Optimization exercise on an open flow, not production practice. RTL: at most simulated, not proved equivalent. Power: default activity.

$ cat flow/config.mk
export PLATFORM = sky130hd
export DESIGN_NAME = copyEngine
export DESIGN_NICKNAME = copyEngine
export VERILOG_FILES = /design/flow/design.v
export SDC_FILE = /design/flow/constraint.sdc
export NUM_CORES = 4
export LEC_CHECK = 0
export CAP_MARGIN = 20
export CORE_MARGIN = 2
export CORE_UTILIZATION = 65
export SLEW_MARGIN = 20
$ cat flow/constraint.sdc
create_clock -name core_clock -period 10.0 [get_ports {clk}]
set_input_delay 2.0000 -clock core_clock [delete_from_list [all_inputs] [get_ports {clk}]]
set_output_delay 2.0000 -clock core_clock [all_outputs]
set_load 0.01 [all_outputs]
$ cat flow/design.v
module copyEngine  #(
    parameter DATA_WIDTH       = 64,
    parameter ADDR_WIDTH       = 32,
    parameter LEN              = 16,
    parameter FULL_WORD_SIZE   = DATA_WIDTH / 8
) (
    input                             rstn,
    input                             clk,
    input                             src_dw_sel_i, 
    input                             dst_dw_sel_i, 
    input                             copy_i,
    input                             set_i,
    input        [7:0]                setVal_i,
    input                             flush_i,
    input        [LEN-1:0]            len_i,
    input        [ADDR_WIDTH-1:0]     src_i,
    input        [ADDR_WIDTH-1:0]     dst_i,
    output logic                      done_o,
    output logic                      mem_re_r,
    output logic [ADDR_WIDTH-1:0]     mem_rad_r,
    input                             mem_rreq_rdy,
    input        [DATA_WIDTH-1:0]     mem_rdat,
    input                             mem_rdat_rdy,
    output logic [FULL_WORD_SIZE-1:0] mem_bwe_r,
    output logic [ADDR_WIDTH-1:0]     mem_wad_r,
    output logic [DATA_WIDTH-1:0]     mem_wdat_r,
    input                             mem_wreq_rdy,
    output logic                      flush_r,
    output logic [ADDR_WIDTH-1:0]     cmd_adr_r,
    input                             cmd_rdy
);
    localparam int K  = 4;                
    localparam int PW = $clog2(K);
    localparam int WH = LEN - 2;
    logic              idle_r;            
    logic              busy_r;            
    logic              copy_r;            
    logic              sdw_r, ddw_r;      
    logic [1:0]        os_r, od_r;        
    logic [1:0]        lm_r;              
    logic              rfirst_r;          
    logic              nr1_r;             
    logic              dneg_r;            
    logic [1:0]        wo_r;              
    logic [1:0]        dl_r;              
    logic              prime_r;           
    logic              rrem_r;            
    logic              wbusy_r;           
    logic [WH-1:0]     wh_r;              
    logic [1:0]        wc_r;
    logic [29:0]       sadr_r;            
    logic [29:0]       dadr_r;            
    logic              wv_r;              
    logic [7:0]        bwe_r;
    logic [7:0]        wd_r [6];          
    logic [23:0]       prev_r;            
    logic [K-1:0]      resv_r;            
    logic [PW:0]       wp_r, rp_r;        
    logic [31:0]       fifo_r [K];
    logic      pgt_r;                     
    wire [1:0] t   = os_r - od_r - 2'd1;  
    wire [1:0] we   = od_r + lm_r;        
    wire       raccept = mem_re_r & mem_rreq_rdy;
    wire [3:0] wsm     = {1'b0, wh_r[2:0]} + {2'b0, wc_r};               
    wire [2:0] nresv   = {2'b0, resv_r[0]} + {2'b0, resv_r[1]} + {2'b0, resv_r[2]} + {2'b0, resv_r[3]};
    wire       rmore   = rfirst_r ? ~nr1_r
                       : (wh_r[WH-1:3] != 0) |
                         ({wsm} + {3'b0, prime_r & pgt_r} > {1'b0, nresv} + 4'd2 + {3'b0, dneg_r});
    wire       fne     = (wp_r != rp_r);
    wire       rdone   = ~rrem_r & ~resv_r[0];
    wire       pneed   = copy_r & prime_r & pgt_r;
    wire       pr_base = wbusy_r & ~pneed;
    wire       dok_reg = ~copy_r | fne | rdone;
    wire       hv      = fne | mem_rdat_rdy;
    wire       produce = pr_base & (~wv_r | mem_wreq_rdy) & (dok_reg | mem_rdat_rdy);
    wire       ppop    = pneed & hv;
    wire       pop     = ppop | (produce & copy_r & hv);
    wire       fpush   = mem_rdat_rdy;
    wire       fpop    = pop;
    wire       wh0  = wh_r == 0;
    wire       wh1  = wh_r == 1;
    wire       wh2  = wh_r == 2;
    wire       last = (wh0 & (wc_r == 2'd2)) | (wh1 & (wc_r == 2'd1)) | (wh2 & (wc_r == 2'd0));
    wire [1:0] hi   = last ? we : 2'd3;
    logic [3:0] mask;
    always_comb
        for (int i = 0; i < 4; i++) mask[i] = (i >= wo_r) && (i <= hi);
    wire [7:0] bwe_n = ddw_r ? {mask[3], mask[3], mask[2], mask[2], mask[1], mask[1], mask[0], mask[0]}
                             : {4'b0, mask};
    wire [31:0] rdin = sdw_r ? {mem_rdat[55:48], mem_rdat[39:32], mem_rdat[23:16], mem_rdat[7:0]}
                             : mem_rdat[31:0];
    wire [31:0] head = fne ? fifo_r[rp_r[PW-1:0]] : rdin;
    wire [55:0] cf   = {fifo_r[rp_r[PW-1:0]], prev_r};
    wire [55:0] cr   = {rdin, prev_r};
    wire [31:0] alf  = cf[8*t +: 32];
    wire [31:0] alr  = cr[8*t +: 32];
    wire [31:0] al   = fne ? alf : alr;
    wire [1:0] os_i  = src_dw_sel_i ? src_i[2:1] : src_i[1:0];
    wire [1:0] od_i  = dst_dw_sel_i ? dst_i[2:1] : dst_i[1:0];
    wire       wz_i = ~|{od_i, len_i[1:0]};
    wire       wg_i = od_i[1] & len_i[1] & (od_i[0] | len_i[0]);
    wire [1:0] wc_i = set_i ? {wg_i, ~wz_i & ~wg_i} : {~wz_i, wz_i | wg_i};
    logic       nr1_i;
    always_comb
        case (os_i)
            2'd0: nr1_i = len_i[LEN-1:2] == 0 || len_i == 4;
            2'd1: nr1_i = len_i[LEN-1:2] == 0;
            2'd2: nr1_i = len_i[LEN-1:2] == 0 && len_i[1:0] != 3;
            default: nr1_i = len_i[LEN-1:2] == 0 && len_i[1] == 0;
        endcase
    logic       last0_i;                  
    always_comb
        case (od_i)
            2'd0: last0_i = len_i[LEN-1:2] == 0 || len_i == 4;
            2'd1: last0_i = len_i[LEN-1:2] == 0;
            2'd2: last0_i = len_i[LEN-1:2] == 0 && len_i[1:0] != 3;
            default: last0_i = len_i[LEN-1:2] == 0 && len_i[1] == 0;
        endcase
    wire [1:0] e0_i  = len_i[1:0] + od_i - 2'd1;
    wire [1:0] hi0_i = last0_i ? e0_i : 2'd3;
    logic [3:0] mask0_i;
    always_comb
        for (int i = 0; i < 4; i++) mask0_i[i] = (i >= od_i) && (i <= hi0_i);
    wire [7:0] bwe0_i = dst_dw_sel_i ? {mask0_i[3], mask0_i[3], mask0_i[2], mask0_i[2],
                                        mask0_i[1], mask0_i[1], mask0_i[0], mask0_i[0]}
                                     : {4'b0, mask0_i};
    always_ff @(posedge clk or negedge rstn) begin
        if (~rstn) begin
            idle_r   <= 1'b1;
            busy_r   <= 1'b0;
            copy_r   <= 1'b0;
            mem_re_r <= 1'b0;
            flush_r  <= 1'b0;
            rrem_r   <= 1'b0;
            wbusy_r  <= 1'b0;
            wv_r     <= 1'b0;
            bwe_r    <= 8'd0;
            resv_r   <= '0;
            wp_r     <= '0;
            rp_r     <= '0;
        end
        else begin
            if (idle_r) begin
                idle_r   <= ~(copy_i | set_i | flush_i);
                busy_r   <= copy_i | set_i | flush_i;
                copy_r   <= copy_i;
                mem_re_r <= copy_i;
                rrem_r   <= copy_i;
                wbusy_r  <= copy_i | (set_i & ~last0_i);
                flush_r  <= flush_i;
            end
            else begin
                if ((flush_r & cmd_rdy) | (wv_r & mem_wreq_rdy & ~wbusy_r)) begin
                    idle_r  <= 1'b1;
                    busy_r  <= 1'b0;
                end
                if (flush_r & cmd_rdy)
                    flush_r <= 1'b0;
                if (raccept)
                    rrem_r <= rmore;
                if (raccept)
                    mem_re_r <= rmore & (pop ? ~resv_r[K-1] : ~resv_r[K-2]);
                else
                    mem_re_r <= rrem_r & (pop | ~resv_r[K-1]);
                if (produce & last)
                    wbusy_r <= 1'b0;
            end
            if (idle_r) begin
                bwe_r <= set_i ? bwe0_i : 8'd0;
                wv_r  <= set_i;
            end
            else if (produce) begin
                bwe_r <= bwe_n;
                wv_r  <= 1'b1;
            end
            else if (mem_wreq_rdy) begin
                bwe_r <= 8'd0;
                wv_r  <= 1'b0;
            end
            if (raccept & ~pop)
                resv_r <= {resv_r[K-2:0], 1'b1};
            else if (~raccept & pop)
                resv_r <= {1'b0, resv_r[K-1:1]};
            if (fpush) wp_r <= wp_r + 1'b1;
            if (fpop)  rp_r <= rp_r + 1'b1;
        end
    end
    always_ff @(posedge clk) begin
        pgt_r  <= os_r > od_r;
        dneg_r <= (({1'b0, os_r} + {1'b0, lm_r}) > 3'd3) ^ (({1'b0, od_r} + {1'b0, lm_r}) > 3'd3) ^ (os_r > od_r);
        if (idle_r) begin
            sdw_r    <= src_dw_sel_i;
            ddw_r    <= dst_dw_sel_i;
            os_r     <= os_i;
            od_r     <= od_i;
            wo_r     <= set_i ? 2'd0 : od_i;
            lm_r     <= len_i[1:0] - 2'd1;
            dl_r     <= dst_i[1:0];
            prime_r  <= 1'b1;
            wh_r     <= len_i[LEN-1:2];
            wc_r     <= wc_i;
            rfirst_r <= 1'b1;
            nr1_r    <= nr1_i;
            sadr_r   <= src_dw_sel_i ? {1'b0, src_i[31:3]} : src_i[31:2];
            dadr_r   <= (dst_dw_sel_i & ~flush_i) ? {1'b0, dst_i[31:3]} : dst_i[31:2];
            wd_r[0]  <= setVal_i;
            wd_r[1]  <= dst_dw_sel_i ? 8'd0 : setVal_i;
            wd_r[2]  <= setVal_i;
            wd_r[3]  <= dst_dw_sel_i ? 8'd0 : setVal_i;
            wd_r[4]  <= setVal_i;
            wd_r[5]  <= setVal_i;
        end
        else begin
            if (raccept) begin
                sadr_r <= sadr_r + 1'b1;
                rfirst_r <= 1'b0;
            end
            if (ppop)
                prime_r <= 1'b0;
            if (produce) begin
                wo_r    <= 2'd0;
                prime_r <= 1'b0;
                if (wc_r != 0)
                    wc_r <= wc_r - 1'b1;
                else
                    wh_r <= wh_r - 1'b1;
            end
            if (wv_r & mem_wreq_rdy)
                dadr_r <= dadr_r + 1'b1;
            if (produce & copy_r) begin
                wd_r[0] <= al[7:0];
                wd_r[1] <= ddw_r ? 8'd0 : al[15:8];
                wd_r[2] <= ddw_r ? al[15:8] : al[23:16];
                wd_r[3] <= ddw_r ? 8'd0 : al[31:24];
                wd_r[4] <= al[23:16];
                wd_r[5] <= al[31:24];
            end
        end
        if (pop)
            prev_r <= head[31:8];
        if (fpush)
            fifo_r[wp_r[PW-1:0]] <= rdin;
    end
    assign done_o     = ~busy_r;
    assign mem_rad_r  = {2'b0, sadr_r};
    assign mem_wad_r  = {2'b0, dadr_r};
    assign cmd_adr_r  = {dadr_r, dl_r};
    assign mem_bwe_r  = bwe_r;
    assign mem_wdat_r = {8'd0, wd_r[5], 8'd0, wd_r[4], wd_r[3], wd_r[2], wd_r[1], wd_r[0]};
endmodule
$ cat flow/flow/run.sh
#!/bin/bash
bash standard.sh "BUFFER_PORTS_ARGS=-buffer_cell sky130_fd_sc_hd__buf_1" SETUP_SLACK_MARGIN=7 TNS_END_PERCENT=10 "CTS_ARGS=-sink_clustering_enable -repair_clock_nets -dont_use_dummy_load -buf_list {sky130_fd_sc_hd__clkbuf_8 sky130_fd_sc_hd__clkbuf_16} -sink_clustering_size 16 -sink_clustering_max_diameter 60" finish > standard.log 2>&1
$ cat flow/standard.sh
#!/bin/bash
# synth_recipe.tcl (not shown) runs the flow's synth.tcl, then flattens the netlist and writes it again
# the make line also repeats each setting of config.mk as NAME=value (left out here)
make -C /OpenROAD-flow-scripts/flow DESIGN_CONFIG=/design/flow/config.mk WORK_HOME=/design/flow/orfs CLKGATE_MAP_FILE= SYNTH_SCRIPT=/design/flow/synth_recipe.tcl "${@:-finish}"
==> summary.txt, run 1 <==
Run status
  • Status: timing/DRC/antenna clean

Yosys
  • Synth Register Bits: 317
  • Post-synth EDFFs: 289
  • Mean Syn Cell Area: 11.71 µm²
  • Synth Cell Area: 0.01702 mm²
  • Distinct cells, synth: 71
  • Async set or reset register ratio after synthesis: 7.571%
  • Synthesis Warnings: 2
  • Sequential area share after synthesis: 55.00%
  • Cells after Synth: 1,454
  • Synth Flop Type: edfxtp_1

Die
  • Std-Cell Rows: 59
  • Chip height: 165.8 µm
  • Initial Utilization: 65.69%
  • Die Area: 0.02749 mm²
  • Die Wd: 165.8 µm
  • Io pins: 334
  • CORE AREA: 0.02591 mm²

Power
  • Worst vdd ir: 190.7 µV
  • Power per Cell Area: 352.7 mW/mm²
  • Tot Pwr: 6.742 mW
  • Leak: 7.032 nW

Drt
  • Vias: 12.22k
  • Pre-antenna DRT Iters: 8
  • Final WL: 40.34 mm
  • Post-route ant nets: 0
  • # DRC: 0
  • Drt wl/cell: 19.68 µm
  • Vias per inst: 5.961
  • Initial DRC count: 1,319

Layout
  • Commonest non-fill, non-tap cell in the layout: edfxtp_1
  • Most frequent cells in the layout: edfxtp_1, buf_1, nand2_1
  • Share of cells above drive strength 1: 12.20%
  • Area Growth Syn to Fin: 12.30%
  • Net count, final: 1,911
  • Design Area, Final: 0.01911 mm²

Setup path
  • Worst Path Max Fanout: 3
  • Worst R2R End: wd_r[5][7]$_DFFE_PP_
  • Type of the worst setup path: register to primary output
  • Max incr delay on CP: 0.50 ns
  • Worst path buffer plus inverter count: 1
  • Critical Path RT: 8.00 ns
  • Startpoint types: register
  • CP Cell Sequence: buf_1
  • Crit. End Element: primary output
  • Reg2Reg Launch Point: rp_r[1]$_DFFE_PN0P_
  • FF-to-FF path depth: 8
  • FF-to-FF setup slack: 7.04 ns
  • Crit path from: dadr_r[22]$_DFFE_PP_
  • Worst path arrival time: 1.21 ns
  • Largest delay share family, worst path: flip-flops
  • Crit-path slowest cell: edfxtp_1

STA
  • RSZ-0062 raised after global routing: yes
  • Hold Fails Final Rpt: 0
  • Setup violations, final: 0
  • Fin. max-slew vios: 0
  • Setup Skew: 0.02484 ns
  • Fmax achieved: 0.3114 GHz
  • Hold WS: 0.4831 ns
  • Slew HR: 41.62%
  • Fin crit share: 32.12%
  • Worst-Margin Slew: 0.8757 ns
  • Final setup TNS: 0 ns
  • Crit path time final: 3.212 ns

Clock network
  • Root Driver: clkbuf_16
  • Reg clk slew, reported paths: 0.06 ns
  • Clk sinks: 317
  • H-tree depth: 1
  • CTS Hold Bufs: 0
  • CTS buffer count: 29
  • Clk buf depth: 3
  • CTS tree: yes
  • Latest clock arrival within the worst-skew pair: 0.55 ns

Global route
  • First-pass GRT wire length: 62.22 mm
  • Initial antenna violation count: 2
  • Largest net degree at the start of global routing: 91
  • Vias in the first global route: 11.35k
  • Remaining global-route overflow: 0
  • GRT Overall Usage: 28.26%

Place
  • GPL Wtd Cong: 0.8706
  • DP Area: 0.01806 mm²
  • DP HPWL: 27.79 mm
  • Port bufs: 297

Job
  • Max_cap viols: 0

Min path
  • Endpoint with the worst hold slack: rfirst_r$_SDFFE_PP1P_
  • Hold Path Origin: rfirst_r$_SDFFE_PP1P_
  • Hold depth: 2
  • HP Class: register to register
## worst max path at each step
stage,to,slack (ns),cells past startpoint
2_1_floorplan,bwe_r[2]$_DFFE_PN0P_,6.53,10
3_3_place_gp,bwe_r[2]$_DFFE_PN0P_,5.83,9
3_5_place_dp,bwe_r[2]$_DFFE_PN0P_,5.80,9
4_1_cts,mem_wad_r[20],6.77,1
5_1_grt,mem_wad_r[20],6.77,1
6_report,mem_wad_r[22],6.79,1
## per-layer routing
layer	vias up	GRT usage, %	wire length [µm]
li1	5770	-	-
met1	5898	40.65	17520
met2	489	46.24	19340
met3	64	3.789	2386
met4	0	7.372	1090
met5	-	0	0
## power by group
part | leakage (nW) | total (mW) | internal [mW] | switching (mW)
clock network | 0.357 | 0.945 | 0.505 | 0.440
logic | 3.61 | 3.18 | 1.24 | 1.94
registers | 3.06 | 2.62 | 2.24 | 0.378
## per-stage QoR
stage	util, %	instances	worst slack (ns)
global placement	69.71	1992	5.828
floorplan	-	1473	6.528
CTS	73.01	2026	6.766
finish	73.77	2050	6.788
global route	73.77	2050	6.766
detailed placement	69.71	1992	5.800
## kinds of logic after synthesis
group           share of synthesized area, %
simple gates                           11.59
flops                                  55.00
mux                                    11.93
xor+xnor                               4.109
buf+inv                                5.536
fa+ha+maj                              2.647
other cells                          0.02203
compound gates                         9.175
## layout make-up
type	count	area, µm²
Tap cell	335	419.2
Inverter	51	192.7
Sequential cell	317	9365
Fill cell	1863	6798
Clock buffer	29	725.7
Timing Repair Buffer	338	1474
Antenna cell	2	5.005
Multi-Input combinational cell	978	6932
## flip-flops by register name, indices dropped and copies added, names as in the netlist, 3 cells and up
register and cells:
wp_r 3, rp_r 3, dadr_r 30, wd_r 48, resv_r 4, bwe_r 6, wh_r 14, prev_r 24
fifo_r 128, sadr_r 30
## cell usage after synthesis, drive strengths merged (6+ instances only)
cell | number | area (µm²)
a211oi | 21 | 157.7
a21oi | 102 | 514.2
a31oi | 28 | 175.2
and2 | 16 | 100.1
and3 | 26 | 162.7
buf | 80 | 570.6
clkbuf | 48 | 180.2
dfrtp | 23 | 575.6
edfxtp | 289 | 8678
ha | 28 | 350.3
inv | 50 | 187.7
mux2 | 42 | 476.7
mux2i | 75 | 765.7
mux4 | 35 | 788.3
nand2 | 167 | 626.9
nand2b | 7 | 43.79
nand3 | 34 | 170.2
nand4 | 11 | 68.82
nor2 | 113 | 424.2
nor2b | 9 | 56.30
nor3 | 17 | 85.08
nor4 | 9 | 62.56
o211ai | 7 | 52.55
o21ai | 70 | 354.1
or3 | 6 | 37.54
xnor2 | 38 | 340.3
xor2 | 41 | 359.1
## repair_timing
action,in CTS,in global routing
cloned,1,0
setup buffers,4,22
resized for setup,24,11
pin swaps,2,1
setup endpoints to repair,489,311
Testbench counts, summed over its fixed seeds: cycles 24,052.
==> run 2, diff against run 1 <==
==> flow/flow/run.sh (replaced) <==
#!/bin/bash
bash standard.sh "BUFFER_PORTS_ARGS=-buffer_cell sky130_fd_sc_hd__buf_1" SETUP_SLACK_MARGIN=7 TNS_END_PERCENT=5 "CTS_ARGS=-sink_clustering_enable -repair_clock_nets -dont_use_dummy_load -buf_list {sky130_fd_sc_hd__clkbuf_8 sky130_fd_sc_hd__clkbuf_16} -sink_clustering_size 24 -sink_clustering_max_diameter 80" finish > standard.log 2>&1
==> run 2 against run 1 <==
Against the previous run:
- clock power is 26% lower
- register-to-register slack got worse by 0.09 ns
- synthesized cell count is the same
- hold slack improved by 0.0021 ns
- critical endpoint is now mem_rad_r[1]
- die area is the same
- still clean
- global-route usage fell by 0.30 points
==> summary.txt, run 2 <==
Yosys
  • Synth cell count leaders: edfxtp_1, nand2_1, nor2_1
  • Mean Syn Cell Area: 11.71 µm² (unchanged)
  • Cells after Synth: 1,454 (unchanged)
  • Synth Register Bits: 317 (unchanged)
  • Area leader, netlist: edfxtp_1
  • Synthesis Warnings: 2 (unchanged)
  • Share of the synthesized area in the top cell type: 50.99% (unchanged)
  • Post-synth EDFFs: 289 (unchanged)
  • Async set or reset register ratio after synthesis: 7.571% (unchanged)
  • Synth Cell Area: 0.01702 mm² (unchanged)
  • Synth Flop Type: edfxtp_1
  • Sequential area share after synthesis: 55.00% (unchanged)
  • Most frequent cell after synthesis: edfxtp_1
  • Main area contributors after synthesis: edfxtp_1, mux4_2, mux2i_1, nand2_1, dfrtp_1
  • Distinct cells, synth: 71 (unchanged)

Global route
  • Largest net degree at the start of global routing: 91 (unchanged)
  • First-pass GRT wire length: 61.66 mm (-0.90%)
  • GRT Overall Usage: 27.96% (-0.30 points)
  • Vias in the first global route: 11.27k (-0.72%)
  • Initial antenna violation count: 2 (unchanged)
  • Remaining global-route overflow: 0 (unchanged)

Die
  • Std-Cell Rows: 59 (unchanged)
  • CORE AREA: 0.02591 mm² (unchanged)
  • Die Wd: 165.8 µm (unchanged)
  • Chip height: 165.8 µm (unchanged)
  • Die Area: 0.02749 mm² (unchanged)
  • Io pins: 334 (unchanged)
  • Initial Utilization: 65.69% (unchanged)

Setup path
  • Worst path buffer plus inverter count: 1 (unchanged)
  • FF-to-FF setup slack: 6.95 ns (-0.09 ns)
  • Type of the worst setup path: register to primary output
  • Crit. End Element: primary output
  • Crit-path slowest cell: edfxtp_1
  • Max incr delay on CP: 0.48 ns (-0.02 ns)
  • Worst R2R End: wd_r[5][1]$_DFFE_PP_
  • Startpoint types: register
  • Reg2Reg Launch Point: rp_r[1]$_DFFE_PN0P_
  • CP Cell Sequence: buf_1
  • Critical Path RT: 8.00 ns (about the same)
  • Largest delay share family, worst path: flip-flops
  • Worst Path Max Fanout: 3 (unchanged)
  • FF-to-FF path depth: 8 (unchanged)
  • Worst path arrival time: 1.17 ns (-0.04 ns)

Clock network
  • Root Driver: clkbuf_16
  • Reg clk slew, reported paths: 0.10 ns (+0.04 ns)
  • CTS Hold Bufs: 0 (unchanged)
  • Clk buf depth: 3 (unchanged)
  • CTS tree: yes
  • H-tree depth: 1 (unchanged)
  • Latest clock arrival within the worst-skew pair: 0.51 ns (-0.04 ns)
  • CTS buffer count: 17 (-41%)
  • Clk sinks: 317 (unchanged)

STA
  • Hold WS: 0.4852 ns (+0.002137 ns)
  • Setup ws final: 6.835 ns (+0.04653 ns)
  • Setup violations, final: 0 (unchanged)
  • Crit path time final: 3.165 ns (-0.04653 ns)
  • RSZ-0062 raised after global routing: yes
  • Fmax achieved: 0.3159 GHz (+1.5%)
  • Fin. max-slew vios: 0 (unchanged)
  • Worst-Margin Slew: 0.8811 ns (+0.005337 ns)
  • Fin crit share: 31.65% (-0.47 points)
  • Final setup TNS: 0 ns (unchanged)
  • Hold Fails Final Rpt: 0 (unchanged)
  • Slew HR: 41.26% (-0.36 points)
  • Setup Skew: 0.04936 ns (+0.02452 ns)

Power
  • Power per Cell Area: 342.1 mW/mm² (-3.0%)
  • Worst vdd ir: 216.7 µV (+14%)
  • Leak: 6.845 nW (-2.7%)

Drt
  • Post-route ant nets: 0 (unchanged)
  • Final WL: 39.98 mm (-0.89%)
  • Drt wl/cell: 19.73 µm (+0.29%)
  • Vias per inst: 5.999 (+0.62%)
  • Vias: 12.15k (-0.56%)
  • Initial DRC count: 1,319 (unchanged)
  • # DRC: 0 (unchanged)
  • Pre-antenna DRT Iters: 6 (-2)

Layout
  • Share of cells above drive strength 1: 10.72% (-1.5 points)
  • Commonest non-fill, non-tap cell in the layout: edfxtp_1
  • Area Growth Syn to Fin: 10.74%
  • Net count, final: 1,886 (-1.3%)
  • Most frequent cells in the layout: edfxtp_1, buf_1, nand2_1
  • Max FFs per register: 128 (unchanged)

Place
  • Port bufs: 297 (unchanged)
  • DP HPWL: 27.79 mm (unchanged)
  • GPL Wtd Cong: 0.8706 (unchanged)
  • Setup WS pre-CTS: 5.800 ns (unchanged)

Min path
  • Hold Path Origin: prime_r$_SDFFE_PP1P_
  • Hold depth: 2 (unchanged)
  • HP Class: register to register
  • Endpoint with the worst hold slack: prime_r$_SDFFE_PP1P_

Job
  • Max_cap viols: 0 (unchanged)

Run status
  • Status: timing/DRC/antenna clean
==> run 2: cell counts after synthesis <==
No cell type changed its count.
==> run 2: power breakdown <==
part / internal [mW] / leakage, nW / switching, mW
clock: 0.306 / 0.210 / 0.392
combinational: 1.21 / 3.57 / 1.92
sequential: 2.24 / 3.06 / 0.387
==> run 2: cell families after synthesis <==
family                   synth area share (%)
adder cells (fa/ha/maj)                 2.647
flip-flops                              55.00
AO/OA/AOI/OAI                           9.175
XOR/XNOR                                4.109
multiplexers                            11.93
buffers and inverters                   5.536
AND/OR/NAND/NOR                         11.59
other                                 0.02203
==> run 2: layout make-up <==
type                    count  area [µm²]
flip-flops and latches    317        9365
fillers                  1874        7063
multi-input cells         978        7024
repair buffers            325        1411
clock buffers              17       425.4
well taps                 335       419.2
inverters                  51       195.2
diodes                      3       7.507
==> run 2: worst max-delay path by stage <==
| stage | cells after the start | endpoint | slack, ns | startpoint |
|---|---|---|---|---|
| floorplan | 10 | bwe_r[2]$_DFFE_PN0P_ | 6.53 | dst_dw_sel_i |
| finish | 1 | mem_rad_r[1] | 6.83 | sadr_r[1]$_DFFE_PP_ |
| global placement | 9 | bwe_r[2]$_DFFE_PN0P_ | 5.83 | dst_dw_sel_i |
| global route | 1 | cmd_adr_r[9] | 6.78 | dadr_r[7]$_DFFE_PP_ |
| CTS | 1 | mem_wad_r[20] | 6.82 | dadr_r[20]$_DFFE_PP_ |
| detailed placement | 9 | bwe_r[2]$_DFFE_PN0P_ | 5.80 | dst_dw_sel_i |
==> run 2: worst register-to-register path, delay by kind of cell, from the launching register on <==
kind / cells / cell delay (ns)
buffers and inverters: 2 / 0.72
flip-flops: 1 / 0.36
AND/OR/NAND/NOR: 1 / 0.36
XOR/XNOR: 1 / 0.26
AO/OA/AOI/OAI: 1 / 0.13
multiplexers: 3 / 0.92
==> run 2: repair_timing <==
action	4_1_cts	5_1_grt
pin swaps	3	10
endpoints found under the setup margin	516	311
cloned	1	0
resized for setup	34	27
buffers inserted	6	7
endpoints found under the hold margin	0	0
==> run 2: metal layers <==
layer	GRT usage [%]	part of all wire (%)	routed length (µm)
met1	40.41	43	17030
met2	45.90	49	19460
met3	3.456	6.4	2556
met4	7.032	2.3	934
met5	0	0	0
==> run 2: per-stage QoR <==
step | utilization [%] | cell area (µm²) | power [mW] | std cells
2_1_floorplan | - | 17180 | 4.861 | 1473
3_3_place_gp | 69.71 | 18060 | 5.565 | 1992
3_5_place_dp | 69.71 | 18060 | 5.658 | 1992
4_1_cts | 72.05 | 18670 | 6.439 | 2016
5_1_grt | 72.73 | 18850 | 6.871 | 2025
6_report | 72.74 | 18850 | 6.448 | 2026
==> run 3, diff against run 2 <==
==> flow/flow/run.sh (replaced) <==
#!/bin/bash
bash standard.sh "BUFFER_PORTS_ARGS=-buffer_cell sky130_fd_sc_hd__buf_1" SETUP_SLACK_MARGIN=7 TNS_END_PERCENT=0 "CTS_ARGS=-sink_clustering_enable -repair_clock_nets -dont_use_dummy_load -buf_list {sky130_fd_sc_hd__clkbuf_8 sky130_fd_sc_hd__clkbuf_16} -sink_clustering_size 24 -sink_clustering_max_diameter 80" finish > standard.log 2>&1
==> run 3 against run 2 <==
Against the previous run:
- still clean
- first-iteration DRC count is 10% lower
- wire length is 0.18% lower
- combinational power hardly changed
- final cell count is 0.44% lower
- fmax is 1.8% lower
- die area stayed put
- critical path type unchanged
- largest cell class unchanged
- highest routed layer unchanged
==> summary.txt, run 3 <==
Global route
  • Vias in the first global route: 11.31k (+0.39%)
  • Remaining global-route overflow: 0 (unchanged)
  • Initial antenna violation count: 0 (-2)
  • Largest net degree at the start of global routing: 102 (+12%)
  • First-pass GRT wire length: 61.96 mm (+0.48%)
  • GRT Overall Usage: 28.19% (+0.23 points)

Min path
  • HP Class: register to register
  • Hold Path Origin: rfirst_r$_SDFFE_PP1P_

Layout
  • Most frequent cells in the layout: edfxtp_1, buf_1, nand2_1
  • Post-Route Utilization: 72.09% (-0.65 points)
  • ANT cells: 0 (-3)
  • Area Growth Syn to Fin: 9.755%
  • Max FFs per register: 128 (unchanged)
  • Final Non-Filler Cells: 2,017 (-0.44%)
  • Share of cells above drive strength 1: 9.691% (-1.0 points)
  • Net count, final: 1,880 (-0.32%)

STA
  • Worst-Margin Slew: 0.9298 ns (+0.04871 ns)
  • Hold Fails Final Rpt: 0 (unchanged)
  • RSZ-0062 raised after global routing: yes
  • Slew HR: 38.02% (-3.2 points)
  • Fin. max-slew vios: 0 (unchanged)
  • Final setup TNS: 0 ns (unchanged)
  • Setup violations, final: 0 (unchanged)
  • Fin crit share: 32.24% (+0.59 points)
  • Fmax achieved: 0.3101 GHz (-1.8%)
  • Setup Skew: 0.03014 ns (-0.01922 ns)
  • Crit path time final: 3.224 ns (+0.05914 ns)
  • Setup ws final: 6.776 ns (-0.05914 ns)

Yosys
  • Synthesis Warnings: 2 (unchanged)
  • Synth Register Bits: 317 (unchanged)
  • Async set or reset register ratio after synthesis: 7.571% (unchanged)
  • Share of the synthesized area in the top cell type: 50.99% (unchanged)
  • Main area contributors after synthesis: edfxtp_1, mux4_2, mux2i_1, nand2_1, dfrtp_1
  • Synth Cell Area: 0.01702 mm² (unchanged)
  • Synth Flop Type: edfxtp_1
  • Mean Syn Cell Area: 11.71 µm² (unchanged)
  • Sequential area share after synthesis: 55.00% (unchanged)
  • Cells after Synth: 1,454 (unchanged)
  • Most frequent cell after synthesis: edfxtp_1
  • Post-synth EDFFs: 289 (unchanged)
  • Distinct cells, synth: 71 (unchanged)
  • Area leader, netlist: edfxtp_1
  • Synth cell count leaders: edfxtp_1, nand2_1, nor2_1

Power
  • Leak: 6.779 nW (-0.96%)
  • Worst vdd ir: 230.0 µV (+6.2%)
  • Tot Pwr: 6.446 mW (about the same)
  • Power per Cell Area: 345.1 mW/mm² (+0.86%)

Run status
  • Status: timing/DRC/antenna clean

Clock network
  • Clk buf depth: 3 (unchanged)
  • Reg clk slew, reported paths: 0.09 ns (about the same)
  • H-tree depth: 1 (unchanged)
  • Latest clock arrival within the worst-skew pair: 0.52 ns (about the same)
  • Clk sinks: 317 (unchanged)
  • CTS Hold Bufs: 0 (unchanged)
  • CTS buffer count: 18 (+1)
  • CTS tree: yes
  • Root Driver: clkbuf_16

Drt
  • Vias: 12.18k (+0.22%)
  • Highest metal used: met4
  • Metal1 wirelength: 16.84 mm (-1.1%)
  • Final WL: 39.91 mm (-0.18%)
  • WL met3: 2.586 mm (+1.2%)
  • Post-route ant nets: 0 (unchanged)
  • Vias per inst: 6.039 (+0.67%)
  • Drt wl/cell: 19.79 µm (+0.27%)
  • Pre-antenna DRT Iters: 5 (-1)
  • # DRC: 0 (unchanged)
  • Routed wl met2: 19.32 mm (-0.71%)
  • Initial DRC count: 1,181 (-10%)

Place
  • Setup WS pre-CTS: 5.676 ns (-0.1242 ns)
  • Port bufs: 297 (unchanged)
  • DP HPWL: 27.48 mm (-1.1%)
  • GPL Wtd Cong: 0.8396 (-3.6%)
  • Dpl cells: 1,991 (-0.050%)

Setup path
  • FF-to-FF path depth: 5 (-3)
  • Critical path destination: mem_wad_r[20]
  • Type of the worst setup path: register to primary output
  • Worst R2R End: sadr_r[14]$_DFFE_PP_
  • Largest delay share family, worst path: flip-flops
  • Crit. End Element: primary output
  • Critical Path RT: 8.00 ns (about the same)
  • Critical path depth: 1 (unchanged)
  • Reg2Reg Launch Point: idle_r$_DFF_PN1_
  • CP Cell Sequence: clkbuf_2
  • Crit-path slowest cell: edfxtp_1
  • Max incr delay on CP: 0.53 ns (+0.05 ns)
  • Startpoint types: register
  • FF-to-FF setup slack: 6.94 ns (about the same)
  • Worst Path Max Fanout: 6 (+3)
  • Worst path buffer plus inverter count: 1 (unchanged)
  • Crit path from: dadr_r[20]$_DFFE_PP_
  • Worst path arrival time: 1.22 ns (+0.05 ns)

Die
  • Std-Cell Rows: 59 (unchanged)
  • Chip height: 165.8 µm (unchanged)
  • Initial Utilization: 65.69% (unchanged)
  • Die Wd: 165.8 µm (unchanged)
  • Io pins: 334 (unchanged)
  • CORE AREA: 0.02591 mm² (unchanged)
  • Die Area: 0.02749 mm² (unchanged)

Job
  • Max_cap viols: 0 (unchanged)
==> run 3: kinds of logic after synthesis <==
family          synth area share [%]
compound gates                 9.175
xor+xnor                       4.109
fa+ha+maj                      2.647
buf+inv                        5.536
flops                          55.00
mux                            11.93
other cells                  0.02203
simple gates                   11.59
==> run 3: worst min-delay path by stage <==
stage	endpoint	cells past startpoint
2_1_floorplan	rfirst_r$_SDFFE_PP1P_	2
3_3_place_gp	rfirst_r$_SDFFE_PP1P_	2
3_5_place_dp	rfirst_r$_SDFFE_PP1P_	2
4_1_cts	rfirst_r$_SDFFE_PP1P_	2
5_1_grt	rfirst_r$_SDFFE_PP1P_	2
6_report	rfirst_r$_SDFFE_PP1P_	2
==> run 3: layout make-up <==
cell class              count  area (µm²)
well taps                 335       419.2
flip-flops and latches    317        9365
repair buffers            316        1313
fillers                  1932        7231
inverters                  51       193.9
multi-input cells         980        6939
clock buffers              18       450.4
==> run 3: metrics by stage <==
step	cell area (µm²)	hold slack [ns]
2_1_floorplan	17150	0.4360
3_3_place_gp	18050	0.4526
3_5_place_dp	18050	0.4618
4_1_cts	18570	0.4770
5_1_grt	18680	0.4955
6_report	18680	0.4775
==> run 3: metal layers <==
layer | global-route usage, % | vias to the layer above
met5 | 0 | -
met4 | 8.318 | 0
met3 | 3.384 | 59
met2 | 46.29 | 502
met1 | 40.22 | 5904
li1 | - | 5715
==> run 3: worst register-to-register path, cell delays in order, from the launching register on <==
cell and delay (ns):
dfstp_4 0.85, buf_12 0.44, inv_2 0.38, buf_4 0.47, nand2_1 0.17, buf_4 0.40
==> run 3: what timing repair did <==
item                                    4_1_cts  5_1_grt
endpoints found under the setup margin      542      508
resized for setup                            16       14
gates cloned                                  1        2
pin swaps                                     0        2
buffers inserted                              0        5
==> run 3: power by group <==
part	switching, mW	internal [mW]
Clock	0.396	0.323
Combinational	1.93	1.19
Sequential	0.380	2.24
Total	2.70	3.75
==> run 4, diff against run 3 <==
==> flow/flow/run.sh (replaced) <==
#!/bin/bash
bash standard.sh "BUFFER_PORTS_ARGS=-buffer_cell sky130_fd_sc_hd__buf_1" SETUP_SLACK_MARGIN=7 TNS_END_PERCENT=10 "CTS_ARGS=-sink_clustering_enable -repair_clock_nets -dont_use_dummy_load -buf_list {sky130_fd_sc_hd__clkbuf_4 sky130_fd_sc_hd__clkbuf_8}" finish > standard.log 2>&1
==> run 4 against run 3 <==
Against the previous run:
- total power increased by 3.9%
- die area unchanged
- sequential power is essentially flat
- flip-flop and latch count stayed put
- final cell count up 2.7%
- hold slack better by 0.0046 ns
- critical path type unchanged
- critical path depth unchanged
- worst setup slack gained 0.026 ns
- cell area grew 2.3%
- count of clock-buffer cells in the layout increased by 33
==> summary.txt, run 4 <==
Run status
  • Status: timing/DRC/antenna clean

Layout
  • Share of cells above drive strength 1: 13.49% (+3.8 points)
  • Most frequent cells in the layout: edfxtp_1, buf_1, nand2_1
  • FILL cells: 1,855 (-4.0%)
  • Post-Route Utilization: 73.75% (+1.7 points)
  • Commonest non-fill, non-tap cell in the layout: edfxtp_1
  • Design Area, Final: 0.01911 mm² (+2.3%)
  • Max FFs per register: 128 (unchanged)
  • Net count, final: 1,933 (+2.8%)
  • Final Non-Filler Cells: 2,071 (+2.7%)
  • Area Growth Syn to Fin: 12.27%

Die
  • Std-Cell Rows: 59 (unchanged)
  • Die Area: 0.02749 mm² (unchanged)
  • CORE AREA: 0.02591 mm² (unchanged)
  • Initial Utilization: 65.69% (unchanged)
  • Io pins: 334 (unchanged)
  • Die Wd: 165.8 µm (unchanged)
  • Chip height: 165.8 µm (unchanged)

Yosys
  • Cells after Synth: 1,454 (unchanged)
  • Synth Register Bits: 317 (unchanged)
  • Synth Flop Type: edfxtp_1
  • Synthesis Warnings: 2 (unchanged)
  • Most frequent cell after synthesis: edfxtp_1
  • Sequential area share after synthesis: 55.00% (unchanged)
  • Distinct cells, synth: 71 (unchanged)
  • Share of the synthesized area in the top cell type: 50.99% (unchanged)
  • Mean Syn Cell Area: 11.71 µm² (unchanged)
  • Post-synth EDFFs: 289 (unchanged)
  • Async set or reset register ratio after synthesis: 7.571% (unchanged)
  • Synth Cell Area: 0.01702 mm² (unchanged)
  • Main area contributors after synthesis: edfxtp_1, mux4_2, mux2i_1, nand2_1, dfrtp_1
  • Synth cell count leaders: edfxtp_1, nand2_1, nor2_1
  • Area leader, netlist: edfxtp_1

Setup path
  • Worst R2R End: wd_r[5][5]$_DFFE_PP_
  • Worst path arrival time: 1.20 ns (-0.02 ns)
  • Type of the worst setup path: register to primary output
  • FF-to-FF setup slack: 7.03 ns (+0.09 ns)
  • Crit. End Element: primary output
  • Worst path buffer plus inverter count: 1 (unchanged)
  • CP Cell Sequence: buf_1
  • Max incr delay on CP: 0.49 ns (-0.04 ns)
  • Crit-path slowest cell: edfxtp_1
  • Worst Path Max Fanout: 5 (-1)
  • Reg2Reg Launch Point: rp_r[1]$_DFFE_PN0P_
  • Critical Path RT: 8.00 ns (about the same)
  • FF-to-FF path depth: 8 (+3)
  • Largest delay share family, worst path: flip-flops
  • Startpoint types: register

STA
  • RSZ-0062 raised after global routing: yes
  • Setup violations, final: 0 (unchanged)
  • Final setup TNS: 0 ns (unchanged)
  • Hold Fails Final Rpt: 0 (unchanged)
  • Setup Skew: 0.06260 ns (+0.03246 ns)
  • Worst-Margin Slew: 0.8805 ns (-0.04923 ns)
  • Fin. max-slew vios: 0 (unchanged)
  • Crit path time final: 3.198 ns (-0.02640 ns)
  • Fin crit share: 31.98% (-0.26 points)
  • Slew HR: 41.30% (+3.3 points)
  • Fmax achieved: 0.3127 GHz (+0.83%)

Min path
  • Hold Path Origin: rfirst_r$_SDFFE_PP1P_
  • Hold depth: 2 (unchanged)
  • HP Class: register to register
  • Endpoint with the worst hold slack: rfirst_r$_SDFFE_PP1P_

Drt
  • Pre-antenna DRT Iters: 9 (+4)
  • Vias per inst: 5.910 (-2.1%)
  • Final WL: 40.08 mm (+0.44%)
  • Drt wl/cell: 19.35 µm (-2.2%)
  • Post-route ant nets: 0 (unchanged)
  • Vias: 12.24k (+0.48%)
  • # DRC: 0 (unchanged)
  • Initial DRC count: 1,223 (+3.6%)

Place
  • GPL Wtd Cong: 0.8706 (+3.7%)
  • Dpl cells: 1,992 (+0.050%)
  • DP HPWL: 27.79 mm (+1.1%)
  • Port bufs: 297 (unchanged)
  • DP Area: 0.01806 mm² (about the same)

Global route
  • First-pass GRT wire length: 61.81 mm (-0.23%)
  • Met1 usage: 39.67% (-0.55 points)
  • Met2 usage: 45.53% (-0.76 points)
  • GRT Overall Usage: 28.17% (about the same)
  • Largest net degree at the start of global routing: 91 (-11%)
  • Vias in the first global route: 11.48k (+1.5%)
  • Met3 usage: 4.600% (+1.2 points)
  • Initial antenna violation count: 1 (+1)
  • Remaining global-route overflow: 0 (unchanged)
  • Busiest grt layer: met2

Power
  • Clk pwr share: 13.3% (+2.2 points)
  • Power per Cell Area: 350.7 mW/mm² (+1.6%)
  • Leak: 7.055 nW (+4.1%)
  • Internal: 3.939 mW (+5.2%)
  • Comb pwr share: 47.7% (-0.6 points)
  • Worst vdd ir: 184.6 µV (-20%)
  • Tot Pwr: 6.700 mW (+3.9%)
  • Switching pwr: 2.761 mW (+2.2%)
  • Power share of the sequential group: 39.0% (-1.6 points)
  • Switching Fraction: 41.21% (-0.69 points)

Clock network
  • Clk sinks: 317 (unchanged)
  • Latest clock arrival within the worst-skew pair: 0.59 ns (+0.07 ns)
  • H-tree depth: 2 (+1)
  • CTS tree: yes
  • Reg clk slew, reported paths: 0.06 ns (-0.03 ns)
  • Root Driver: clkbuf_8
  • Clk buf depth: 3 (unchanged)
  • CTS buffer count: 51 (+33)

Job
  • Max_cap viols: 0 (unchanged)
==> run 4: power groups by stage <==
stage / registers (mW) / clock network, mW / logic (mW)
after global placement: 2.65 / 0 / 2.92
after global routing: 2.67 / 0.960 / 3.50
after CTS: 2.64 / 0.908 / 3.07
after floorplan: 2.66 / 0 / 2.20
final: 2.61 / 0.893 / 3.19
after detailed placement: 2.67 / 0 / 2.98
==> run 4: worst max-delay path by stage <==
stage                                     from                   end  cells after the start
after floorplan                   dst_dw_sel_i  bwe_r[2]$_DFFE_PN0P_                     10
after global placement            dst_dw_sel_i  bwe_r[2]$_DFFE_PN0P_                      9
after detailed placement          dst_dw_sel_i  bwe_r[2]$_DFFE_PN0P_                      9
after CTS                 dadr_r[20]$_DFFE_PP_         mem_wad_r[20]                      1
after global routing      dadr_r[20]$_DFFE_PP_         mem_wad_r[20]                      1
final                     dadr_r[23]$_DFFE_PP_         cmd_adr_r[25]                      1
==> run 4: cell type report <==
type / instances / area (µm²) / share of cell area [%]
clock buffers: 51 / 701.9 / 3.673
repair buffers: 338 / 1489 / 7.792
inverters: 51 / 195.2 / 1.021
flip-flops and latches: 317 / 9365 / 49.01
diodes: 1 / 2.502 / 0.01310
well taps: 335 / 419.2 / 2.194
multi-input cells: 978 / 6935 / 36.30
==> run 4: cell families (layout without fill, tap and decap cells) <==
group           Yosys count  in the layout  share of synthesized area, %
simple gates            432            433                         11.59
flops                   317            317                         55.00
compound gates          261            261                         9.175
buf+inv                 179            440                         5.536
mux                     152            152                         11.93
xor+xnor                 79             79                         4.109
fa+ha+maj                33             33                         2.647
other cells               1             21                       0.02203
==> run 4: metal layers <==
metal  wire, µm  share of wire [%]
met5          0                  0
met2      19110                 48
met1      17260                 43
met3       2569                6.4
met4       1146                2.9
==> run 4: repair_timing <==
item | CTS | global route
cloned | 1 | 0
resized for setup | 27 | 18
hold buffers | 0 | 0
pin swaps | 2 | 1
setup endpoints to repair | 456 | 269
setup buffers | 6 | 20
endpoints found under the hold margin | 0 | 0
==> run 4: per-stage QoR <==
step / setup slack (ns) / hold slack, ns
floorplan: 6.528 / 0.4360
global placement: 5.828 / 0.4530
detailed placement: 5.800 / 0.4744
CTS: 6.775 / 0.4862
global route: 6.774 / 0.5185
finish: 6.802 / 0.4822
==> run 5, diff against run 4 <==
==> flow/flow/run.sh (replaced) <==
#!/bin/bash
bash standard.sh "BUFFER_PORTS_ARGS=-buffer_cell sky130_fd_sc_hd__buf_1" SETUP_SLACK_MARGIN=7 TNS_END_PERCENT=10 "CTS_ARGS=-sink_clustering_enable -repair_clock_nets -dont_use_dummy_load -buf_list {sky130_fd_sc_hd__clkbuf_8 sky130_fd_sc_hd__clkbuf_16} -sink_clustering_size 24 -sink_clustering_max_diameter 80" finish > standard.log 2>&1
--- a/flow/config.mk
+++ b/flow/config.mk
@@ -7,2 +7,3 @@
 export LEC_CHECK = 0
+export ABC_CLOCK_PERIOD_IN_PS = 3000
 export CAP_MARGIN = 20
==> run 5 against run 4 <==
Against the previous run:
- critical path type unchanged
- fmax is 1.0% higher
- worst setup slack better by 0.033 ns
- flip-flop and latch count stayed put
- hold slack better by 0.0030 ns
- register-to-register slack worse by 0.08 ns
- sequential share of layout area is 0.68 points higher
- combinational power is 2% lower
- first-iteration DRC count is 7.8% higher
- die area stayed put
==> summary.txt, run 5 <==
STA
  • Setup violations, final: 0 (unchanged)
  • Crit path time final: 3.165 ns (-0.03274 ns)
  • Setup Skew: 0.04936 ns (-0.01324 ns)
  • Hold WS: 0.4852 ns (+0.003036 ns)
  • Fin crit share: 31.65% (-0.33 points)
  • Worst-Margin Slew: 0.8811 ns (+0.0005191 ns)
  • Hold Fails Final Rpt: 0 (unchanged)
  • Fin. max-slew vios: 0 (unchanged)
  • Final setup TNS: 0 ns (unchanged)
  • Slew HR: 41.26% (about the same)
  • Fmax achieved: 0.3159 GHz (+1.0%)
  • Setup ws final: 6.835 ns (+0.03274 ns)
  • RSZ-0062 raised after global routing: yes

Yosys
  • Main combinational cell family by area after synthesis: multiplexers
  • Distinct cells, synth: 71 (unchanged)
  • Share of the synthesized area in the top cell type: 50.99% (unchanged)
  • Mean Syn Cell Area: 11.71 µm² (unchanged)
  • Synth cell count leaders: edfxtp_1, nand2_1, nor2_1
  • Synth Register Bits: 317 (unchanged)
  • Main area contributors after synthesis: edfxtp_1, mux4_2, mux2i_1, nand2_1, dfrtp_1
  • Post-synth EDFFs: 289 (unchanged)
  • Synth Flop Type: edfxtp_1
  • Synthesis Warnings: 2 (unchanged)
  • Synth Cell Area: 0.01702 mm² (unchanged)
  • Post-synthesis simple-gate area fraction: 11.59% (unchanged)
  • Sequential area share after synthesis: 55.00% (unchanged)
  • Synth Area in Compound Gates: 9.174% (unchanged)
  • Area leader, netlist: edfxtp_1
  • Post-Synth XOR/XNOR Area: 4.109% (unchanged)
  • Adder-cell share of the synthesized area: 2.646% (unchanged)
  • Multiplexer area fraction after synthesis: 11.93% (unchanged)
  • Cells after Synth: 1,454 (unchanged)
  • Most frequent cell after synthesis: edfxtp_1
  • Async set or reset register ratio after synthesis: 7.571% (unchanged)

Layout
  • FILL cells: 1,874 (+1.0%)
  • Area of the multi-input gates: 0.007024 mm² (+1.3%)
  • Commonest non-fill, non-tap cell in the layout: edfxtp_1
  • Net count, final: 1,886 (-2.4%)
  • Reg area: 0.009365 mm² (unchanged)
  • Most frequent cells in the layout: edfxtp_1, buf_1, nand2_1
  • Area Growth Syn to Fin: 10.74%
  • Share of cells above drive strength 1: 10.72% (-2.8 points)
  • Max FFs per register: 128 (unchanged)

Die
  • Die Wd: 165.8 µm (unchanged)
  • CORE AREA: 0.02591 mm² (unchanged)
  • Chip height: 165.8 µm (unchanged)
  • Initial Utilization: 65.69% (unchanged)
  • Io pins: 334 (unchanged)
  • Std-Cell Rows: 59 (unchanged)
  • Die Area: 0.02749 mm² (unchanged)

Run status
  • Status: timing/DRC/antenna clean

Global route
  • First-pass GRT wire length: 61.66 mm (-0.25%)
  • Initial antenna violation count: 2 (+1)
  • GRT Overall Usage: 27.96% (-0.21 points)
  • Largest net degree at the start of global routing: 91 (unchanged)
  • Vias in the first global route: 11.27k (-1.8%)
  • Remaining global-route overflow: 0 (unchanged)

Setup path
  • Largest delay share family, worst path: flip-flops
  • Worst Path Max Fanout: 3 (-2)
  • Worst path buffer plus inverter count: 1 (unchanged)
  • Crit-path slowest cell: edfxtp_1
  • Max incr delay on CP: 0.48 ns (about the same)
  • CP Cell Sequence: buf_1
  • Critical Path RT: 8.00 ns (about the same)
  • Worst path arrival time: 1.17 ns (-0.03 ns)
  • Crit. End Element: primary output
  • Startpoint types: register
  • Type of the worst setup path: register to primary output

Drt
  • Final WL: 39.98 mm (-0.26%)
  • # DRC: 0 (unchanged)
  • Vias: 12.15k (-0.70%)
  • Post-route ant nets: 0 (unchanged)
  • Vias per inst: 5.999 (+1.5%)
  • Initial DRC count: 1,319 (+7.8%)
  • Drt wl/cell: 19.73 µm (+2.0%)
  • Pre-antenna DRT Iters: 6 (-3)

Place
  • Port bufs: 297 (unchanged)
  • DP HPWL: 27.79 mm (unchanged)
  • GPL Wtd Cong: 0.8706 (unchanged)
  • Setup WS pre-CTS: 5.800 ns (unchanged)

Clock network
  • CTS Hold Bufs: 0 (unchanged)
  • Clk buf depth: 3 (unchanged)
  • Reg clk slew, reported paths: 0.10 ns (+0.04 ns)
  • CTS buffer count: 17 (-67%)
  • Latest clock arrival within the worst-skew pair: 0.51 ns (-0.08 ns)
  • Clk sinks: 317 (unchanged)
  • CTS tree: yes
  • H-tree depth: 1 (-1)
  • Root Driver: clkbuf_16

Job
  • Max_cap viols: 0 (unchanged)

Power
  • Tot Pwr: 6.448 mW (-3.8%)
  • Worst vdd ir: 216.7 µV (+17%)
  • Power per Cell Area: 342.1 mW/mm² (-2.4%)
  • Leak: 6.845 nW (-3.0%)

Min path
  • HP Class: register to register
run 5: cell counts after synthesis:
No cell type changed its count.
run 5: timing repair:
| action | 4_1_cts | 5_1_grt |
|---|---|---|
| buffers inserted | 6 | 7 |
| gates cloned | 1 | 0 |
| pin swaps | 3 | 10 |
| resized for setup | 34 | 27 |
| setup endpoints to repair | 516 | 311 |
| endpoints found under the hold margin | 0 | 0 |
run 5: worst reg2reg max path: cells and delay by family (launching register included):
kind	cells	cell delay, ns
buffers and inverters	2	0.72
DFF	1	0.36
AOI/OAI and AO/OA	1	0.13
xor gates and xnor gates	1	0.26
and+or+nand+nor	1	0.36
muxes	3	0.92
run 5: final cells by class:
cell class	instances	share of cell area [%]
well taps	335	2.224
clock buffers	17	2.257
flip-flops and latches	317	49.69
inverters	51	1.036
repair buffers	325	7.488
diodes	3	0.03983
multi-input cells	978	37.27
run 5: power breakdown:
part / internal, mW / switching, mW / total (mW) / leakage [nW]
Combinational: 1.21 / 1.92 / 3.13 / 3.57
Clock: 0.306 / 0.392 / 0.698 / 0.210
Sequential: 2.24 / 0.387 / 2.62 / 3.06
run 5: kinds of logic after synthesis:
logic type,after synthesis
mux,152
compound gates,261
buf+inv,179
fa+ha+maj,33
other cells,1
simple gates,432
xor+xnor,79
flops,317
run 5: worst paths after layout:
kind,to,startpoint,slack [ns],cells past startpoint
worst min register to register,prime_r$_SDFFE_PP1P_,prime_r$_SDFFE_PP1P_,0.49,2
worst min-delay path,prime_r$_SDFFE_PP1P_,prime_r$_SDFFE_PP1P_,0.49,2
max in group asynchronous,idle_r$_DFF_PN1_,rstn,8.23,2
min in group asynchronous,mem_re_r$_DFF_PN0_,rstn,1.47,2
worst max register to register,wd_r[5][1]$_DFFE_PP_,rp_r[1]$_DFFE_PN0P_,6.95,8
worst max-delay path,mem_rad_r[1],sadr_r[1]$_DFFE_PP_,6.83,1
run 5: routing by layer:
layer | GRT usage (%) | vias up | wire length, µm | share of wire (%)
li1 | - | 5728 | - | -
met1 | 40.41 | 5887 | 17030 | 43
met2 | 45.90 | 484 | 19460 | 49
met3 | 3.456 | 54 | 2556 | 6.4
met4 | 7.032 | 0 | 934 | 2.3
met5 | 0 | - | 0 | 0
run 5: through the flow:
stage,util (%),cell area (µm²),cells
after floorplan,-,17180,1473
after global placement,69.71,18060,1992
after detailed placement,69.71,18060,1992
after CTS,72.05,18670,2016
after global routing,72.73,18850,2025
final,72.74,18850,2026
==> run 6, diff against run 5 <==
--- a/flow/config.mk
+++ b/flow/config.mk
@@ -7,3 +7,2 @@
 export LEC_CHECK = 0
-export ABC_CLOCK_PERIOD_IN_PS = 3000
 export CAP_MARGIN = 20
==> run 6 against run 5 <==
Against the previous run:
- synthesized cell count is the same
- non-clock buffer count is the same
- final cell count is the same
- sequential power is essentially flat
- count of clock-buffer cells in the layout is the same
- area after synthesis is the same
- total power is the same
- highest routed layer unchanged
- wire length is the same
- utilization is the same
- worst setup slack is the same
- clock skew is the same
==> summary.txt, run 6 <==
STA
  • Worst-Margin Slew: 0.8811 ns (unchanged)
  • Final setup TNS: 0 ns (unchanged)
  • Slew HR: 41.26% (unchanged)
  • Setup Skew: 0.04936 ns (unchanged)
  • Crit path time final: 3.165 ns (unchanged)
  • Setup violations, final: 0 (unchanged)
  • Fin. max-slew vios: 0 (unchanged)
  • Hold WS: 0.4852 ns (unchanged)
  • Fin crit share: 31.65% (unchanged)
  • Hold Fails Final Rpt: 0 (unchanged)
  • Fmax achieved: 0.3159 GHz (unchanged)
  • RSZ-0062 raised after global routing: yes

Setup path
  • Worst R2R End: wd_r[5][1]$_DFFE_PP_
  • Largest delay share family, worst path: flip-flops
  • Startpoint types: register
  • Crit-path slowest cell: edfxtp_1
  • Reg2Reg Launch Point: rp_r[1]$_DFFE_PN0P_
  • Worst Path Max Fanout: 3 (unchanged)
  • Critical Path RT: 8.00 ns (about the same)
  • FF-to-FF setup slack: 6.95 ns (about the same)
  • Worst path buffer plus inverter count: 1 (unchanged)
  • Max incr delay on CP: 0.48 ns (about the same)
  • FF-to-FF path depth: 8 (unchanged)
  • Crit. End Element: primary output
  • Crit path from: sadr_r[1]$_DFFE_PP_
  • Type of the worst setup path: register to primary output
  • Worst path arrival time: 1.17 ns (about the same)
  • CP Cell Sequence: buf_1

Layout
  • Commonest non-fill, non-tap cell in the layout: edfxtp_1
  • Net count, final: 1,886 (unchanged)
  • Most frequent cells in the layout: edfxtp_1, buf_1, nand2_1
  • Area Growth Syn to Fin: 10.74% (unchanged)
  • Share of cells above drive strength 1: 10.72% (unchanged)
  • FILL cells: 1,874 (unchanged)
  • Max FFs per register: 128 (unchanged)

Yosys
  • Mean Syn Cell Area: 11.71 µm² (unchanged)
  • Cells after Synth: 1,454 (unchanged)
  • Async set or reset register ratio after synthesis: 7.571% (unchanged)
  • Synth Cell Area: 0.01702 mm² (unchanged)
  • Synth Register Bits: 317 (unchanged)
  • Post-synth EDFFs: 289 (unchanged)
  • Synth Flop Type: edfxtp_1
  • Area leader, netlist: edfxtp_1
  • Most frequent cell after synthesis: edfxtp_1
  • Main area contributors after synthesis: edfxtp_1, mux4_2, mux2i_1, nand2_1, dfrtp_1
  • Sequential area share after synthesis: 55.00% (unchanged)
  • Share of the synthesized area in the top cell type: 50.99% (unchanged)
  • Synth cell count leaders: edfxtp_1, nand2_1, nor2_1
  • Distinct cells, synth: 71 (unchanged)
  • Synthesis Warnings: 2 (unchanged)

Job
  • Max_cap viols: 0 (unchanged)

Clock network
  • Reg clk slew, reported paths: 0.10 ns (about the same)
  • Clk buf depth: 3 (unchanged)
  • H-tree depth: 1 (unchanged)
  • CTS Hold Bufs: 0 (unchanged)
  • Latest clock arrival within the worst-skew pair: 0.51 ns (about the same)
  • CTS buffer count: 17 (unchanged)
  • CTS tree: yes
  • Root Driver: clkbuf_16
  • Clk sinks: 317 (unchanged)

Min path
  • Hold depth: 2 (unchanged)
  • Endpoint with the worst hold slack: prime_r$_SDFFE_PP1P_
  • HP Class: register to register
  • Hold Path Origin: prime_r$_SDFFE_PP1P_

Drt
  • Drt wl/cell: 19.73 µm (unchanged)
  • # DRC: 0 (unchanged)
  • Initial DRC count: 1,319 (unchanged)
  • Pre-antenna DRT Iters: 6 (unchanged)
  • Vias: 12.15k (unchanged)
  • Final WL: 39.98 mm (unchanged)
  • Post-route ant nets: 0 (unchanged)
  • Vias per inst: 5.999 (unchanged)

Power
  • Power per Cell Area: 342.1 mW/mm² (unchanged)
  • Leak: 6.845 nW (unchanged)
  • Tot Pwr: 6.448 mW (unchanged)
  • Worst vdd ir: 216.7 µV (unchanged)

Run status
  • Status: timing/DRC/antenna clean

Global route
  • Largest net degree at the start of global routing: 91 (unchanged)
  • Initial antenna violation count: 2 (unchanged)
  • Vias in the first global route: 11.27k (unchanged)
  • GRT Overall Usage: 27.96% (unchanged)
  • First-pass GRT wire length: 61.66 mm (unchanged)
  • Remaining global-route overflow: 0 (unchanged)

Die
  • Std-Cell Rows: 59 (unchanged)
  • CORE AREA: 0.02591 mm² (unchanged)
  • Chip height: 165.8 µm (unchanged)
  • Die Area: 0.02749 mm² (unchanged)
  • Initial Utilization: 65.69% (unchanged)
  • Io pins: 334 (unchanged)
  • Die Wd: 165.8 µm (unchanged)

Place
  • DP HPWL: 27.79 mm (unchanged)
  • Port bufs: 297 (unchanged)
  • GPL Wtd Cong: 0.8706 (unchanged)
==> run 6: cell counts in the layout (fill, tap and decap cells not counted) <==
No cell type changed its count.
==> run 6: timing repair <==
item                                   in CTS  in global routing
cloned                                      1                  0
buffers inserted                            6                  7
pin swaps                                   3                 10
endpoints found under the hold margin       0                  0
gates resized for setup                    34                 27
setup endpoints to repair                 516                311
==> run 6: area by class of cell <==
type | instances | area, µm² | area share, %
flip-flops and latches | 317 | 9365 | 49.69
multi-input cells | 978 | 7024 | 37.27
repair buffers | 325 | 1411 | 7.488
clock buffers | 17 | 425.4 | 2.257
well taps | 335 | 419.2 | 2.224
inverters | 51 | 195.2 | 1.036
diodes | 3 | 7.507 | 0.03983
==> run 6: metal layers <==
metal	GRT usage (%)	routed length, µm	up-vias
li1	-	-	5728
met1	40.41	17030	5887
met2	45.90	19460	484
met3	3.456	2556	54
met4	7.032	934	0
met5	0	0	-
==> run 6: cell families after synthesis <==
family / synth area share [%]
adders and majority gates: 2.647
AOI/OAI and AO/OA: 9.175
DFF: 55.00
buffers and inverters: 5.536
muxes: 11.93
other: 0.02203
xor gates and xnor gates: 4.109
and+or+nand+nor: 11.59
==> run 6: per-stage QoR <==
step	area, µm²	setup WS, ns	std cells	util [%]
global route	18850	6.783	2025	72.73
global placement	18060	5.828	1992	69.71
finish	18850	6.835	2026	72.74
CTS	18670	6.819	2016	72.05
detailed placement	18060	5.800	1992	69.71
floorplan	17180	6.528	1473	-
==> run 6: report_power, final <==
group	total, mW	switching [mW]	internal, mW
clock network	0.698	0.392	0.306
logic	3.13	1.92	1.21
registers	2.62	0.387	2.24
==> run 6: worst max-delay path by stage <==
| stage | cells past startpoint | slack, ns | endpoint |
|---|---|---|---|
| after floorplan | 10 | 6.53 | bwe_r[2]$_DFFE_PN0P_ |
| after global placement | 9 | 5.83 | bwe_r[2]$_DFFE_PN0P_ |
| after detailed placement | 9 | 5.80 | bwe_r[2]$_DFFE_PN0P_ |
| after CTS | 1 | 6.82 | mem_wad_r[20] |
| after global routing | 1 | 6.78 | cmd_adr_r[9] |
| final | 1 | 6.83 | mem_rad_r[1] |
==> run 7, diff against run 6 <==
--- a/flow/config.mk
+++ b/flow/config.mk
@@ -9,3 +9,3 @@
 export CORE_MARGIN = 2
-export CORE_UTILIZATION = 65
+export CORE_UTILIZATION = 70
 export SLEW_MARGIN = 20
==> run 7 against run 6 <==
Against the previous run:
- synthesized cell count did not move
- sequential share of layout area fell by 0.53 points
- critical endpoint is now mem_rad_r[0]
- utilization rose by 6.3 points
- largest power group unchanged
- non-clock buffer count rose by 25
- count of clock-buffer cells in the layout did not move
- area after synthesis did not move
- register-to-register slack improved by 0.03 ns
==> summary.txt, run 7 <==
Layout
  • Area Growth Syn to Fin: 11.92%
  • Commonest non-fill, non-tap cell in the layout: edfxtp_1
  • Share of cells above drive strength 1: 13.49% (+2.8 points)
  • Net count, final: 1,911 (+1.3%)
  • Max FFs per register: 128 (unchanged)
  • Most frequent cells in the layout: edfxtp_1, buf_1, nand2_1
  • FILL cells: 1,546 (-18%)

Yosys
  • Distinct cells, synth: 71 (unchanged)
  • Area leader, netlist: edfxtp_1
  • Async set or reset register ratio after synthesis: 7.571% (unchanged)
  • Synth Flop Type: edfxtp_1
  • Share of the synthesized area in the top cell type: 50.99% (unchanged)
  • Mean Syn Cell Area: 11.71 µm² (unchanged)
  • Synthesis Warnings: 2 (unchanged)
  • Most frequent cell after synthesis: edfxtp_1
  • Synth Cell Area: 0.01702 mm² (unchanged)
  • Synth cell count leaders: edfxtp_1, nand2_1, nor2_1
  • Synth Register Bits: 317 (unchanged)
  • Post-synth EDFFs: 289 (unchanged)
  • Sequential area share after synthesis: 55.00% (unchanged)
  • Cells after Synth: 1,454 (unchanged)
  • Main area contributors after synthesis: edfxtp_1, mux4_2, mux2i_1, nand2_1, dfrtp_1

Clock network
  • CTS tree: yes
  • Clk sinks: 317 (unchanged)
  • Latest clock arrival within the worst-skew pair: 0.52 ns (about the same)
  • Clk buf depth: 3 (unchanged)
  • Root Driver: clkbuf_16
  • CTS buffer count: 17 (unchanged)
  • H-tree depth: 1 (unchanged)
  • Reg clk slew, reported paths: 0.08 ns (-0.02 ns)

Drt
  • # DRC: 0 (unchanged)
  • Initial DRC count: 1,488 (+13%)
  • Drt wl/cell: 19.70 µm (-0.15%)
  • Post-route ant nets: 0 (unchanged)
  • Vias per inst: 6.073 (+1.2%)
  • Vias: 12.41k (+2.1%)
  • Pre-antenna DRT Iters: 5 (-1)
  • Final WL: 40.25 mm (+0.68%)

Global route
  • Largest net degree at the start of global routing: 96 (+5.5%)
  • GRT Overall Usage: 30.66% (+2.7 points)
  • Met2 usage: 50.94% (+5.0 points)
  • Busiest grt layer: met2
  • Remaining global-route overflow: 0 (unchanged)
  • Vias in the first global route: 11.50k (+2.1%)
  • Initial antenna violation count: 3 (+1)
  • First-pass GRT wire length: 62.17 mm (+0.83%)
  • Met1 usage: 42.74% (+2.3 points)
  • Met3 usage: 4.364% (+0.91 points)

Setup path
  • Startpoint types: register
  • Type of the worst setup path: register to primary output
  • Crit. End Element: primary output
  • Crit-path slowest cell: edfxtp_1
  • Critical Path RT: 8.00 ns (about the same)
  • CP Cell Sequence: buf_1
  • Max incr delay on CP: 0.51 ns (+0.03 ns)
  • Worst Path Max Fanout: 4 (+1)
  • Worst path arrival time: 1.16 ns (about the same)
  • Largest delay share family, worst path: flip-flops
  • Worst path buffer plus inverter count: 1 (unchanged)

Die
  • Die Wd: 159.9 µm (-3.5%)
  • Chip height: 159.9 µm (-3.5%)
  • Io pins: 334 (unchanged)
  • Die Area: 0.02558 mm² (-7.0%)
  • CORE AREA: 0.02411 mm² (-7.0%)
  • Initial Utilization: 70.61% (+4.9 points)
  • Std-Cell Rows: 57 (-3.4%)

Place
  • GPL Wtd Cong: 0.8846 (+1.6%)
  • Port bufs: 297 (unchanged)
  • Setup WS pre-CTS: 5.753 ns (-0.04746 ns)
  • DP HPWL: 27.66 mm (-0.47%)

STA
  • Setup violations, final: 0 (unchanged)
  • Crit path time final: 3.164 ns (-0.001220 ns)
  • RSZ-0062 raised after global routing: yes
  • Final setup TNS: 0 ns (unchanged)
  • Fin. max-slew vios: 0 (unchanged)
  • Setup Skew: 0.03701 ns (-0.01235 ns)
  • Slew HR: 38.48% (-2.8 points)
  • Fmax achieved: 0.3161 GHz (about the same)
  • Hold Fails Final Rpt: 0 (unchanged)
  • Worst-Margin Slew: 0.9228 ns (+0.04178 ns)
  • Setup ws final: 6.836 ns (+0.001220 ns)
  • Fin crit share: 31.64% (about the same)

Power
  • Switching Fraction: 41.61% (-0.27 points)
  • Leak: 7.001 nW (+2.3%)
  • Clk pwr share: 10.7% (about the same)
  • Power per Cell Area: 344.4 mW/mm² (+0.67%)
  • Worst vdd ir: 211.5 µV (-2.4%)
  • Power share of the sequential group: 39.6% (-1.1 points)
  • Internal: 3.831 mW (+2.2%)
  • Comb pwr share: 49.7% (+1.2 points)
  • Switching pwr: 2.730 mW (+1.1%)
  • Tot Pwr: 6.561 mW (+1.7%)

Min path
  • HP Class: register to register

Job
  • Max_cap viols: 0 (unchanged)

Run status
  • Status: timing/DRC/antenna clean
run 7: per-layer routing:
| layer | part of all wire (%) | routed length, µm |
|---|---|---|
| met2 | 49 | 19800 |
| met5 | 0 | 0 |
| met1 | 40 | 16210 |
| met4 | 2.9 | 1166 |
| met3 | 7.6 | 3070 |
run 7: kinds of logic after synthesis:
logic type | count (synthesis) | synth area share (%)
DFF | 317 | 55.00
adders and majority gates | 33 | 2.647
and+or+nand+nor | 432 | 11.59
other | 1 | 0.02203
muxes | 152 | 11.93
AOI/OAI and AO/OA | 261 | 9.175
buffers and inverters | 179 | 5.536
xor gates and xnor gates | 79 | 4.109
run 7: repair_timing:
item                                    CTS  global route
endpoints found under the setup margin  459           308
buffers inserted                         17            23
cloned                                    1             0
pin swaps                                 2             8
gates resized for setup                  31            48
hold buffers                              0             0
run 7: cell type report:
class	count	area (µm²)	share of cell area, %
multi-input combinational	978	7037	36.94
timing repair buffer	350	1607	8.434
inverter	51	195.2	1.025
antenna	6	15.01	0.07882
sequential	317	9365	49.16
clock buffer	17	425.4	2.233
tap	324	405.4	2.128
run 7: path summary, 6_finish.rpt:
kind	end	from	cells past startpoint	slack [ns]
setup / recovery	mem_rad_r[0]	sadr_r[0]$_DFFE_PP_	1	6.84
hold / removal	rfirst_r$_SDFFE_PP1P_	rfirst_r$_SDFFE_PP1P_	2	0.49
setup reg to reg	wd_r[2][3]$_DFFE_PP_	idle_r$_DFF_PN1_	6	6.98
hold reg to reg	rfirst_r$_SDFFE_PP1P_	rfirst_r$_SDFFE_PP1P_	2	0.49
max in group asynchronous	idle_r$_DFF_PN1_	rstn	2	8.21
min in group asynchronous	bwe_r[0]$_DFFE_PN0P_	rstn	2	1.49
run 7: power by group through the flow:
stage / Sequential (mW) / Combinational (mW) / Clock, mW
global placement: 2.63 / 2.91 / 0
floorplan: 2.66 / 2.20 / 0
finish: 2.60 / 3.26 / 0.700
CTS: 2.60 / 3.15 / 0.709
detailed placement: 2.66 / 2.99 / 0
global route: 2.66 / 3.56 / 0.752
run 7: per-stage QoR:
| step | util (%) | hold WS (ns) | area, µm² | instances |
|---|---|---|---|---|
| finish | 79.03 | 0.4893 | 19050 | 2043 |
| global route | 78.99 | 0.5034 | 19040 | 2040 |
| global placement | 74.82 | 0.4531 | 18030 | 1979 |
| CTS | 77.63 | 0.4908 | 18710 | 2014 |
| floorplan | - | 0.4360 | 17180 | 1473 |
| detailed placement | 74.85 | 0.4762 | 18040 | 1979 |
